From an optimization exercise on the open Yosys and OpenROAD flow, aimed at small area; shortcuts taken in it are not production practice.
RTL that was checked went through simulation tests only; none was proved equivalent to the original.
No functional check of the RTL was part of runs 2 and 3.
Power is estimated from default activity; no workload was simulated.

==> flow/design.v (outline; a module is shown in full before it is edited, if it fits) <==
// module cf_hdmi: 810 lines
module cf_hdmi (
  hdmi_clk,
  rst,
  hdmi_vsync,
  hdmi_hsync,
  hdmi_data_e,
  hdmi_data,
  hdmi_fs_toggle,
  hdmi_raddr_g,
  hdmi_tpm_oos,
  mem_raddr,
  mem_rdata,
  vdma_fs_ret_toggle,
  vdma_fs_waddr,
  up_enable,
  up_tpg_enable,
  up_csc_bypass,
  up_hs_width,
  up_hs_count,
  up_hs_de_min,
  up_hs_de_max,
  up_vs_width,
  up_vs_count,
  up_vs_de_min,
  up_vs_de_max,
  up_cp_en,
  up_cp);
  // ...
==> flow/flow/run.sh <==
#!/bin/bash
# Own layout flow: the standard synthesis and layout, with the port
# buffers made from the smallest buffer cell, and a clock tree with larger
# sink clusters and no dummy loads. Each step's full output goes to its own
# log file in the work folder.
set -euo pipefail
bash standard.sh synth > flow_synth.log 2>&1
bash standard.sh "BUFFER_PORTS_ARGS=-buffer_cell sky130_fd_sc_hd__buf_1" \
  "CTS_ARGS=-sink_clustering_enable -repair_clock_nets -dont_use_dummy_load -sink_clustering_size 14 -sink_clustering_max_diameter 60 -buf_list sky130_fd_sc_hd__clkbuf_8" \
  finish > flow_layout.log 2>&1
==> flow/standard.sh <==
#!/bin/bash
# synth_recipe.tcl (not shown) runs the flow's synth.tcl, then flattens the netlist and writes it again
# the make line also repeats each setting of config.mk as NAME=value (left out here)
make -C /OpenROAD-flow-scripts/flow DESIGN_CONFIG=/design/flow/config.mk WORK_HOME=/design/flow/orfs CLKGATE_MAP_FILE= SYNTH_SCRIPT=/design/flow/synth_recipe.tcl "${@:-finish}"
==> flow/config.mk <==
export PLATFORM = sky130hd
export DESIGN_NAME = cf_hdmi
export DESIGN_NICKNAME = cf_hdmi
export VERILOG_FILES = /design/flow/design.v
export SDC_FILE = /design/flow/constraint.sdc
export NUM_CORES = 4
export LEC_CHECK = 0
export CAP_MARGIN = 20
export CORE_MARGIN = 2
export CORE_UTILIZATION = 40
export PLACE_DENSITY = 0.6
export SLEW_MARGIN = 20
==> flow/constraint.sdc <==
create_clock -name core_clock -period 5.0 [get_ports {hdmi_clk}]
set_input_delay 1.0000 -clock core_clock [delete_from_list [all_inputs] [get_ports {hdmi_clk}]]
set_output_delay 1.0000 -clock core_clock [all_outputs]
set_load 0.01 [all_outputs]
==> flow_summary.toml, run 1 <==
[routing]
num_vias = 17300
met1_length_um = 27900

[cts]
cts_root_buf = "clkbuf_8"
cts_resized = 0
h-tree-depth = 2
cts_buffers = 57

[synthesis]
ys_ff_latch = 628
synth.most_common_cell = "dfxtp_1"
synth_common_cells = "506 x dfxtp_1, 274 x inv_1, 169 x fa_1, 142 x nand2_1, 137 x ha_1"

[place]
hpwl_um = 50200

[power_and_ir_drop]
powerDensity_nw_per_um2 = 416
p_clk_share_pct = 20.8
finalPower_w = 0.0125
seqPwrFrac_pct = 52.6

[global_route]
grtUsageMet3_pct = 2.87
antenna_found_initial = 4

[job]
maxCapViolCount = 0

[floorplan]
fp.dieArea_sq_um = 69400

[finish]
post-route-util_pct = 44.8
inv_count = 281

[setup_path]
end_kind = "flop"
critPathCapture = "csc_4[15]"
cp-startpoint = "pix_3[23]"
path_cells = "inv_1 -> buf_4 -> fa_1 -> fa_1 -> inv_1 -> fa_1 -> fa_1 -> inv_1 -> ha_1 -> o21ai_0 -> nand2b_1 -> a21oi_1 -> nor2b_1 -> and3_1 -> a32oi_2 -> a21oi_1 -> a41o_1 -> o21ai_0 -> nand2b_1"

[run_status]
outcome = "no timing/DRC/antenna violations"

[timing]
relSlewSlack_pct = 32.0
hold_viol_final = 0
==> run 2, diff against run 1 <==
--- a/flow/design.v
+++ b/flow/design.v
@@ -57,16 +57,17 @@
   reg             up_en;
   reg             cp_en;
   reg             fs_ret;
   reg     [ 8:0]  fs_waddr;
   reg             tpg_en;
   reg             bypass;
   reg     [15:0]  hs_width;
   reg     [15:0]  hs_cnt;
+  reg             cnt_valid;
   reg     [15:0]  hs_de_min;
   reg     [15:0]  hs_de_max;
   reg     [15:0]  vs_width;
   reg     [15:0]  vs_cnt;
   reg     [15:0]  vs_de_min;
   reg     [15:0]  vs_de_max;
   reg     [23:0]  cp;
   reg     [15:0]  hs_count;
@@ -146,28 +147,30 @@
       vs_de_min <= up_vs_de_min;
       vs_de_max <= up_vs_de_max;
     end
     if (cp_load == 1'b1) begin
       cp <= up_cp;
     end
   end
   always @(posedge hdmi_clk) begin
-    if (rst == 1'b1) begin
-      hs_cnt <= 16'd0;
-      vs_cnt <= 16'd0;
-    end else if (load == 1'b1) begin
+    if (load == 1'b1) begin
       hs_cnt <= up_hs_count;
       vs_cnt <= up_vs_count;
     end
+    if (rst == 1'b1) begin
+      cnt_valid <= 1'b0;
+    end else if (load == 1'b1) begin
+      cnt_valid <= 1'b1;
+    end
   end
   wire [16:0] hs_inc = {1'b0, hs_count} + 1'b1;
   wire [16:0] vs_inc = {1'b0, vs_count} + 1'b1;
-  wire hs_wrap = hs_inc[16] | ((|hs_cnt) & ~lt16(hs_inc[15:0], hs_cnt));
-  wire vs_wrap = vs_inc[16] | ((|vs_cnt) & ~lt16(vs_inc[15:0], vs_cnt));
+  wire hs_wrap = hs_inc[16] | (cnt_valid & (|hs_cnt) & ~lt16(hs_inc[15:0], hs_cnt));
+  wire vs_wrap = vs_inc[16] | (cnt_valid & (|vs_cnt) & ~lt16(vs_inc[15:0], vs_cnt));
   always @(posedge hdmi_clk) begin
     if (rst == 1'b1) begin
       hs_count <= 16'd0;
       vs_count <= 16'd0;
     end else begin
       if (hs_wrap == 1'b1) begin
         hs_count <= 16'd0;
         if (vs_wrap == 1'b1) begin
==> flow/config.mk (replaced) <==
export PLATFORM = sky130hd
export DESIGN_NAME = cf_hdmi
export DESIGN_NICKNAME = cf_hdmi
export VERILOG_FILES = /design/flow/design.v
export SDC_FILE = /design/flow/constraint.sdc
export NUM_CORES = 4
export LEC_CHECK = 0
export CAP_MARGIN = 20
export CORE_MARGIN = 2
export CORE_UTILIZATION = 40
export GPL_TIMING_DRIVEN = 0
export PLACE_DENSITY = 0.6
export SLEW_MARGIN = 20
==> run 2 against run 1 <==
Still clean on timing, DRC and antenna. Via count decreased by 1.3%. Utilization increased by 0.68 points. Worst hold slack got worse by 0.0071 ns. Sequential share of layout area increased by 0.72 points. Wire length decreased by 1.8%. Power increased by 2.6%. First-iteration DRC count increased by 18%. Global-route usage decreased by 0.38 points. Critical endpoint is now csc_4[14]. Largest power group unchanged. Highest routed layer unchanged.
==> flow_summary.toml, run 2 <==
[setup_path]
cpPeakStageDelay_ns = 0.57
critPathKind = "reg -> reg"
cp_common_cell = "fa_1"
worstPathRequired_ns = 5.57
crit_slowest_cell = "or4_1"
cp_max_fo = 6
r2r_setup_slack_ns = 0.18
r2r_end = "csc_4[14]"
rr_worst_depth = 16
critPathLaunchType = "flop"
crit_buf_inv = 4
path_cells = "clkinvlp_4 -> buf_4 -> fa_1 -> fa_1 -> inv_1 -> fa_1 -> fa_1 -> inv_1 -> ha_1 -> or4_1 -> a221oi_2 -> o21bai_2 -> a41o_1 -> o211a_1 -> nor2_1 -> xnor2_1"
end_kind = "flop"
r2r_start = "pix_3[21]"
crit_arrival_ns = 5.39
cpLargestDelayFamily = "adder cells"

[floorplan]
die_height_um = 263
start_util_pct = 40.2
row_count = 95
fp.dieArea_sq_um = 69300
ioPinCount = 255
core_sq_um = 66800
die_w_um = 263

[routing]
ant_nets = 0
dr.pass1.iters = 5
wirelength_um = 63800
vias_per_cell = 4.94
num_vias = 17000
drc = 0
wl_per_cell_um = 18.5
drtIter0Drc = 977

[place]
port_buffers = 254
routabilityCongestion = 0.890
dp_slack_ns = -1.13
hpwl_um = 48100
placed_area_sq_um = 29100

[cts]
cts_root_buf = "clkbuf_8"
path_clk_slew_ns = 0.09
cts-hold-fix-buffers = 0
cts_buffers = 57
cts_tree = "built"
cts_buffer_depth = 3
h-tree-depth = 2
clk_latency_ns = 0.66
numClockSinks = 629

[synthesis]
synthCells = 2211
ys_types = 82
synth.most_common_cell = "dfxtp_1"
synth_edf_count = 154
syn_avg_cell_area_sq_um = 12.2
synth_area_leaders = "dfxtp_1 35%, edfxtp_1 17%, fa_1 13%"
yosys.area.top_type = "dfxtp_1"
synth-main-ff-cell = "dfxtp_1"
synth_top_area_share_pct = 35.4
synth_area_sq_um = 26900
synth_warnings = 3
ys_ff_latch = 629
seq_area_frac_synth_pct = 52.6
synth_common_cells = "475 x dfxtp_1, 277 x inv_1, 169 x fa_1, 154 x edfxtp_1, 137 x ha_1"
syn-num-nets = 2733
synthArstFlopShare_pct = 0

[timing]
drv_slew = 0
finalSetupViolations = 0
post-route-period-util_pct = 96.4
skew_ns = 0.0568
hold_viol_final = 0
period_needed_ns = 4.82
worst_slew_pin_slew_ns = 1.08
holdWs_ns = 0.276
fmax_ghz = 0.208
fin_ws_ns = 0.181
relSlewSlack_pct = 27.7

[min_path]
hp-class = "reg -> reg"
min_path_cells = 0
hold_start = "od[9][3]"
holdPathEnd = "od[10][3]"

[power_and_ir_drop]
power.leakage_nw = 12.1
switching_power_w = 0.00388
seqPwrFrac_pct = 51.9
powerDensity_nw_per_um2 = 421
p_int_w = 0.00892
power_frac_comb_pct = 27.9
ir_worst_vdd_v = 0.000200
switching_share_pct = 30.3
p_clk_share_pct = 20.1

[finish]
drive_above_1_share_pct = 9.99
regMostFlops = "od"
layout_common_cells = "451 x dfxtp_1, 265 x inv_1, 256 x buf_1"
syn_to_final_growth_pct = 13.0
reg_top3 = "od x176, sc x39"
largest_reg_flops = 176
nets = 3097
fin_area_sq_um = 30400
layout_commonest_cell = "dfxtp_1"

[global_route]
grt_use_total_pct = 18.6
grt_max_degree = 31
grt_pass1_vias = 18000
grt_pass1_wl_um = 100000
antenna_found_initial = 2
overflow = 0

[job]
maxCapViolCount = 0

[run_status]
outcome = "no timing/DRC/antenna violations"
==> run 2: power groups by stage <==
stage	Clock, W	Sequential (W)	Combinational (W)
final	0.00258	0.00664	0.00357
after global routing	0.00289	0.00676	0.00407
after CTS	0.00270	0.00667	0.00342
after detailed placement	0	0.00680	0.00328
after global placement	0	0.00678	0.00320
after floorplan	0	0.00665	0.00241
==> run 2: cell type report <==
class / count / area (sq um)
well taps: 873 / 1090
multi-input cells: 1241 / 11500
clock buffers: 57 / 785
plain buffers: 57 / 280
flip-flops and latches: 629 / 14200
diodes: 1 / 2.50
inverters: 284 / 1110
repair buffers: 305 / 1410
fillers: 6144 / 36400
==> run 2: worst reg2reg max path: stages (launching register included) <==
cell        delay, ns
dfxtp_4          0.42
clkinvlp_4       0.13
buf_4            0.18
fa_1             0.48
fa_1             0.49
inv_1            0.05
fa_1             0.39
fa_1             0.54
inv_1            0.04
ha_1             0.18
or4_1            0.57
a221oi_2         0.23
o21bai_2         0.16
a41o_1           0.33
o211a_1          0.26
nor2_1           0.13
xnor2_1          0.17
==> run 2: repair_timing <==
action                                  4_1_cts  5_1_grt
pin swaps                                     1        9
setup buffers                                21       25
resized for setup                            50       19
endpoints found under the setup margin       23       11
==> run 2: worst max path at each step <==
stage	from	endpoint	slack [ns]	depth (start not counted)
3_3_place_gp	pix_3[21]	csc_4[7]	-1.00	20
6_report	pix_3[21]	csc_4[14]	0.18	16
4_1_cts	pix_3[23]	csc_4[23]	0.001	18
5_1_grt	pix_3[21]	csc_4[7]	-0.03	20
2_1_floorplan	pix_3[21]	csc_4[7]	0.08	20
3_5_place_dp	pix_3[21]	csc_4[7]	-1.13	20
==> run 2: stage by stage <==
stage,util [%],setup TNS [ns],power [W],std cells
after floorplan,-,0,0.00906,2211
after global placement,43.3,-85.22,0.00998,3338
after detailed placement,43.5,-11.73,0.0101,3343
after CTS,45.1,0,0.0128,3421
after global routing,45.5,-0.0434,0.0137,3447
final,45.5,0,0.0128,3447
==> run 2: cell families (layout without fill, tap and decap cells) <==
| kind of cell | after synthesis | in the layout | share of synthesized area (%) |
|---|---|---|---|
| multiplexers | 97 | 97 | 3.86 |
| XOR/XNOR | 105 | 105 | 3.42 |
| AO/OA/AOI/OAI | 263 | 263 | 6.50 |
| adder cells (fa/ha/maj) | 345 | 345 | 20.5 |
| buffers and inverters | 341 | 703 | 5.01 |
| flip-flops | 629 | 629 | 52.6 |
| AND/OR/NAND/NOR | 431 | 431 | 8.18 |
| other | 0 | 1 | 0 |
==> run 2: metal layers <==
metal	vias up	share of wire [%]	global-route usage, %
met3	114	5.3	2.69
met1	8315	43	24.1
met2	539	49	32.1
met4	2	2.9	5.88
met5	-	0.020	0
li1	8072	-	-
==> run 3, diff against run 2 <==
--- a/flow/flow/run.sh
+++ b/flow/flow/run.sh
@@ -6,5 +6,5 @@
 set -euo pipefail
 bash standard.sh synth > flow_synth.log 2>&1
 bash standard.sh "BUFFER_PORTS_ARGS=-buffer_cell sky130_fd_sc_hd__buf_1" \
-  "CTS_ARGS=-sink_clustering_enable -repair_clock_nets -dont_use_dummy_load -sink_clustering_size 14 -sink_clustering_max_diameter 60 -buf_list sky130_fd_sc_hd__clkbuf_8" \
+  "CTS_ARGS=-sink_clustering_enable -repair_clock_nets -dont_use_dummy_load -sink_clustering_size 20 -sink_clustering_max_diameter 80 -buf_list sky130_fd_sc_hd__clkbuf_8" \
   finish > flow_layout.log 2>&1
--- a/flow/config.mk
+++ b/flow/config.mk
@@ -8,6 +8,5 @@
 export CAP_MARGIN = 20
 export CORE_MARGIN = 2
 export CORE_UTILIZATION = 40
-export GPL_TIMING_DRIVEN = 0
 export PLACE_DENSITY = 0.6
 export SLEW_MARGIN = 20
==> run 3 against run 2 <==
Still clean on timing, DRC and antenna. Area after synthesis unchanged. Global-route usage up 0.072 points. Via count down 2.4%. Sequential power about the same. Sequential share of layout area up 0.48 points. Setup slack better by 0.072 ns. Wire length down 0.58%. Register-to-register slack better by 0.07 ns. Utilization down 0.67 points. Final area down 1.5%. Critical endpoint is now csc_4[7]. Highest routed layer unchanged.
==> flow_summary.toml, run 3 <==
[run_status]
outcome = "no timing/DRC/antenna violations"

[routing]
wirelength_um = 63400
wl_per_cell_um = 18.6
vias_per_cell = 4.88
num_vias = 16600
dr.pass1.iters = 8
ant_nets = 0
drc = 0
drtIter0Drc = 992

[global_route]
overflow = 0
antenna_found_initial = 5
grt_pass1_wl_um = 100000
grt_max_degree = 66
grt_use_total_pct = 18.7
grt_pass1_vias = 17700

[place]
dp_slack_ns = 0.0230
port_buffers = 254
dp.cells = 3361
hpwl_um = 49200
routabilityCongestion = 0.919

[floorplan]
row_count = 95
ioPinCount = 255
start_util_pct = 40.2
core_sq_um = 66800
fp.dieArea_sq_um = 69300
die_w_um = 263
die_height_um = 263

[timing]
hold_viol_final = 0
holdWs_ns = 0.282
period_needed_ns = 4.75
drv_slew = 0
relSlewSlack_pct = 33.5
skew_ns = 0.0827
fmax_ghz = 0.211
finalSetupViolations = 0
worst_slew_pin_slew_ns = 0.996
fin_ws_ns = 0.253
post-route-period-util_pct = 94.9

[synthesis]
syn-num-nets = 2733
synth_area_leaders = "dfxtp_1 35%, edfxtp_1 17%, fa_1 13%"
synth_area_sq_um = 26900
syn_avg_cell_area_sq_um = 12.2
synth-main-ff-cell = "dfxtp_1"
seq_area_frac_synth_pct = 52.6
synth.most_common_cell = "dfxtp_1"
ys_ff_latch = 629
synth_common_cells = "475 x dfxtp_1, 277 x inv_1, 169 x fa_1, 154 x edfxtp_1, 137 x ha_1"
yosys.area.top_type = "dfxtp_1"
ys_types = 82
synth_warnings = 3
synth_edf_count = 154
synthArstFlopShare_pct = 0
synth_top_area_share_pct = 35.4
synthCells = 2211

[setup_path]
worstPathRequired_ns = 5.55
cp_max_fo = 4
critPathLaunchType = "flop"
cpPeakStageDelay_ns = 0.44
r2r_setup_slack_ns = 0.25
crit_slowest_cell = "fa_1"
path_cells = "inv_1 -> ha_1 -> inv_1 -> fa_1 -> fa_1 -> inv_1 -> fa_1 -> inv_1 -> fa_1 -> ha_1 -> nand3_1 -> a21oi_2 -> a221oi_2 -> buf_4 -> o2111a_1 -> nor3_1 -> buf_4 -> o31a_1 -> o21a_1 -> nor2_1 -> xnor2_1"
critPathKind = "reg -> reg"
crit_arrival_ns = 5.30
end_kind = "flop"

[finish]
largest_reg_flops = 176
regMostFlops = "od"
reg_top3 = "od x176, sc x39"
drive_above_1_share_pct = 8.57
fin_cells = 3409
layout_commonest_cell = "dfxtp_1"
nets = 3057
layout_common_cells = "472 x dfxtp_1, 277 x inv_1, 253 x buf_1"
post-route-util_pct = 44.8
syn_to_final_growth_pct = 11.3

[cts]
cts_root_buf = "clkbuf_8"
h-tree-depth = 2
cts_buffer_depth = 3
cts_buffers = 44
cts_tree = "built"
cts-hold-fix-buffers = 0
clk_latency_ns = 0.67
path_clk_slew_ns = 0.12
numClockSinks = 629

[power_and_ir_drop]
power_frac_comb_pct = 28.3
powerDensity_nw_per_um2 = 417
seqPwrFrac_pct = 53.2
ir_worst_vdd_v = 0.000229
power.leakage_nw = 12.0
finalPower_w = 0.0125
p_clk_share_pct = 18.5
p_int_w = 0.00874
switching_power_w = 0.00375
switching_share_pct = 30.0

[job]
maxCapViolCount = 0

[min_path]
hp-class = "reg -> reg"
==> run 3: metrics by stage <==
| stage | instance area (sq um) | TNS, ns |
|---|---|---|
| after floorplan | 26900 | 0 |
| after global placement | 29300 | 0 |
| after detailed placement | 29300 | 0 |
| after CTS | 29900 | 0 |
| after global routing | 29900 | -0.0226 |
| final | 29900 | 0 |
==> run 3: cells by family (layout without fill, tap and decap cells) <==
family / Yosys count / count (layout) / share of synthesized area (%)
adders and majority gates: 345 / 345 / 20.5
DFF: 629 / 629 / 52.6
and+or+nand+nor: 431 / 431 / 8.18
AOI/OAI and AO/OA: 263 / 263 / 6.50
muxes: 97 / 97 / 3.86
buffers and inverters: 341 / 663 / 5.01
other: 0 / 3 / 0
xor gates and xnor gates: 105 / 105 / 3.42
==> run 3: critical path: cells and delay by family (launching register included) <==
| family | cells | cell delay, ns |
|---|---|---|
| flops | 1 | 0.36 |
| buf+inv | 6 | 0.63 |
| simple gates | 3 | 0.27 |
| compound gates | 5 | 0.98 |
| xor+xnor | 1 | 0.12 |
| fa+ha+maj | 6 | 2.28 |
==> run 3: final cells by class <==
type / count / area [sq um]
tap: 873 / 1090
antenna: 3 / 7.51
fill: 6255 / 36900
multi-input combinational: 1241 / 11400
inverter: 284 / 1070
clock buffer: 44 / 606
sequential: 629 / 14100
timing repair buffer: 335 / 1580
==> run 3: worst paths after layout <==
kind,cells past startpoint,to,startpoint
max,21,csc_4[7],pix_3[19]
min,0,sc[14][2],sc[13][2]
max reg2reg,21,csc_4[7],pix_3[19]
min reg2reg,0,sc[14][2],sc[13][2]
==> run 3: power groups by stage <==
stage	logic [W]	clock network [W]	registers [W]
after floorplan	0.00241	0	0.00665
after global placement	0.00343	0	0.00677
after detailed placement	0.00346	0	0.00678
after CTS	0.00349	0.00245	0.00667
after global routing	0.00407	0.00261	0.00676
final	0.00353	0.00231	0.00665
==> run 3: repair_timing <==
| item | CTS | global route |
|---|---|---|
| setup buffers | 0 | 1 |
| gates resized for setup | 0 | 10 |
| setup endpoints to repair | 0 | 11 |
==> run 3: per-layer routing <==
metal	global-route usage (%)	wire [um]
met2	32.7	31300
met1	24.0	27600
met5	0	32
met3	3.14	3100
met4	4.71	1430

==> port drivers added, routing unchanged <==
How much do the figures lean on ideal ports? The routed layouts below were timed once more, with nothing changed but the port constraints. Step 1 sets driving cells, clkbuf_16 on the clock port and buf_2 on the other inputs (assumed; they add their load-dependent delay and slew). Step 2 times the ports against the registers' clock, not the clock port: input delays grow and output delays shrink by t, the midpoint of the rising clock arrivals with the driver on. Three values: ideal ports, drivers, drivers and shift; two values: the first two.
run	t (ns)	setup WS [ns]	hold WS [ns]	clock arrival spread, ns	worst slew at a driven data input, ns
run 1	0.698	0.239 / 0.239 / 0.239	0.283 / 0.283 / 0.283	0.100 / 0.100	0.12
run 2	0.692	0.181 / 0.181 / 0.181	0.276 / 0.276 / 0.276	0.070 / 0.070	0.07
run 3	0.695	0.253 / 0.253 / 0.253	0.282 / 0.282 / 0.282	0.083 / 0.083	0.09
After both steps every run listed still meets setup and hold.
